Context: an optimization exercise on an open-source flow, tuned for small area. The choices shown serve that exercise and are no tape-out recipe. The RTL was checked by simulation tests, not by an equivalence proof against the original design.

==> flow/design.v (excerpt) <==
module xpt3( CLK, RST, KEY, SW, I2C_RDY,
				  AUD_ADCDAT, AUD_DACDAT, AUD_BCLK, AUD_LRCK,
				  SRAM_DQ_IN, SRAM_DQ_OUT, SRAM_DQ_OE, SRAM_ADDR, SRAM_WE_N,
				  MODE, PLAY_SPEED, PLAY_SECONDS, PLAY_FRAMES
				  );
clock: 120.0 ns
lec_check: 0
abc_area: 1
cap_margin: 20
core_margin: 2
core_utilization: 40
slew_margin: 20
standard.sh (not shown) runs the stock make flow with config.mk's settings and CLKGATE_MAP_FILE= SYNTH_SCRIPT=/design/flow/synth_recipe.tcl, a recipe that flattens the netlist after the stock synthesis.
==> flow/flow/run.sh <==
#!/bin/bash
# Layout flow: the standard flow, except that synthesis maps the logic with
# a stronger ABC area script and without the full/half-adder extraction, the
# port buffers use the smallest buffer cell, and the clock tree uses small
# clock buffers without dummy loads.
set -euo pipefail
rm -rf scripts_custom
cp -r "$FLOW_HOME/scripts" scripts_custom
cp flow/abc_area.script scripts_custom/abc_area.script
bash standard.sh SCRIPTS_DIR="$PWD/scripts_custom" ADDER_MAP_FILE= synth > synth.log 2>&1
bash standard.sh "BUFFER_PORTS_ARGS=-buffer_cell sky130_fd_sc_hd__buf_1" \
  "CTS_ARGS=-sink_clustering_enable -repair_clock_nets -dont_use_dummy_load -buf_list sky130_fd_sc_hd__clkbuf_8 -root_buf sky130_fd_sc_hd__clkbuf_16 -sink_clustering_size 20 -sink_clustering_max_diameter 60" \
  finish > finish.log 2>&1
==> flow/flow/abc_area.script <==
strash
&get -n
&fraig -x
&put
dc2
strash
&get -n
&deepsyn -T 30
&put
strash
&get -n
&dch -f
&nf -R 1000 -p
&put
The baseline ran to the end with no violations.
==> next run, changes <==
==> flow/flow/abc_area.script (replaced) <==
strash
&get -n
&fraig -x
&put
dc2
strash
&get -n
&deepsyn -T 120
&put
strash
&get -n
&dch -f
&nf -R 1000 -p
&put
CORE_UTILIZATION = 65   (was 40)
Result:
- The new run ran to the end with no violations
- critical path depth falls by 22
- register-to-register slack improved by 3.7 ns
- design area falls by about 2.7%
- non-clock buffer count falls by 6
- global-route usage rises by 12 points
==> next run, changes <==
==> flow/flow/abc_area.script (replaced) <==
strash
&get -n
&fraig -x
&put
dc2
strash
&get -n
&deepsyn -T 240
&put
strash
&get -n
&dch -f
&nf -R 1000 -p
&put
CORE_UTILIZATION = 75   (was 65)
=> Wire length shrinks by 5.0%. Count of clock-buffer cells in the layout stays the same. Sequential share of layout area barely changes. Worst setup slack got worse by 0.83 ns. Final area stays flat.

---

Setup of north:
Another version of the RTL of xpt3 (not shown whole).
Size: roughly 1600 cells after synthesis, about 170 flip-flops, roughly 95 I/O pins, about 12000 um2 of cells after synthesis.
## xpt3
module xpt3( CLK, RST, KEY, SW, I2C_RDY,
				  AUD_ADCDAT, AUD_DACDAT, AUD_BCLK, AUD_LRCK,
				  SRAM_DQ_IN, SRAM_DQ_OUT, SRAM_DQ_OE, SRAM_ADDR, SRAM_WE_N,
				  MODE, PLAY_SPEED, PLAY_SECONDS, PLAY_FRAMES
				  );
clock: 120.0 ns
lec_check: 0
abc_area: 1
cap_margin: 20
core_margin: 2
core_utilization: 40
slew_margin: 20
==> flow/flow/run.sh <==
#!/bin/bash
# Layout flow: the standard flow, except that synthesis maps the logic with
# a stronger ABC area script and without the full/half-adder extraction, and the
# port buffers use the smallest buffer cell.
set -euo pipefail
rm -rf scripts_custom
cp -r "$FLOW_HOME/scripts" scripts_custom
cp flow/abc_area.script scripts_custom/abc_area.script
bash standard.sh SCRIPTS_DIR="$PWD/scripts_custom" ADDER_MAP_FILE= synth > synth.log 2>&1
bash standard.sh "BUFFER_PORTS_ARGS=-buffer_cell sky130_fd_sc_hd__buf_1" finish > finish.log 2>&1
==> flow/flow/abc_area.script <==
strash
&get -n
&fraig -x
&put
dc2
strash
&get -n
&dch -f
&nf -R 1000
&put
For south, these inputs were changed with respect to north:
==> flow/run.sh (new file) <==
#!/bin/bash
# synth_recipe.tcl (not shown) runs the flow's synth.tcl, then flattens the netlist and writes it again
# the make line also repeats each setting of config.mk as NAME=value (left out here)
make -C /OpenROAD-flow-scripts/flow DESIGN_CONFIG=/design/flow/config.mk WORK_HOME=/design/flow/orfs CLKGATE_MAP_FILE= SYNTH_SCRIPT=/design/flow/synth_recipe.tcl finish
removed: flow/flow/run.sh
removed: flow/flow/abc_area.script
removed: flow/standard.sh
### Flow results
south completed every stage of the flow, and the final layout passed the timing, DRC and antenna checks. Against north, south reports a count of plain and timing-repair buffers that is lower. Of south and north, the lower critical path depth belongs to north.

[separate check: timing with driven ports]
How much do the figures lean on ideal ports? The routed layouts below were timed once more, with nothing changed but the port constraints.
Step 1 sets driving cells, clkbuf_16 on the clock port and buf_2 on the other inputs (assumed; they add their load-dependent delay and slew).
Step 2, shift: input delay + t, output delay - t, t = (earliest + latest rising clock arrival at the registers) / 2. This alone moves slack from input paths to output paths.
a / b / c = no drivers / after step 1 / after step 2; a / b = the first two.
| run | t, ns | setup WS [ns] | slew at the worst register clock pin (ns) | worst slew at a driven data input, ns |
|---|---|---|---|---|
| the first run of note 1 | 0.435 | 58.849 / 58.876 / 58.441 | 0.12 / 0.12 | 0.06 |
| the second run of note 1 | 0.424 | 66.865 / 66.885 / 66.461 | 0.10 / 0.10 | 0.04 |
| the third run of note 1 | 0.412 | 66.033 / 66.055 / 65.643 | 0.10 / 0.10 | 0.04 |
| north | 0.483 | 59.214 / 59.240 / 58.757 | 0.07 / 0.07 | 0.07 |
| south | 0.498 | 55.178 / 55.196 / 54.698 | 0.07 / 0.07 | 0.09 |
After both steps setup and hold are still met in every run listed. The setup slack of south, which loses most, moves by +0.018 ns with the drivers and by -0.480 ns with both steps.
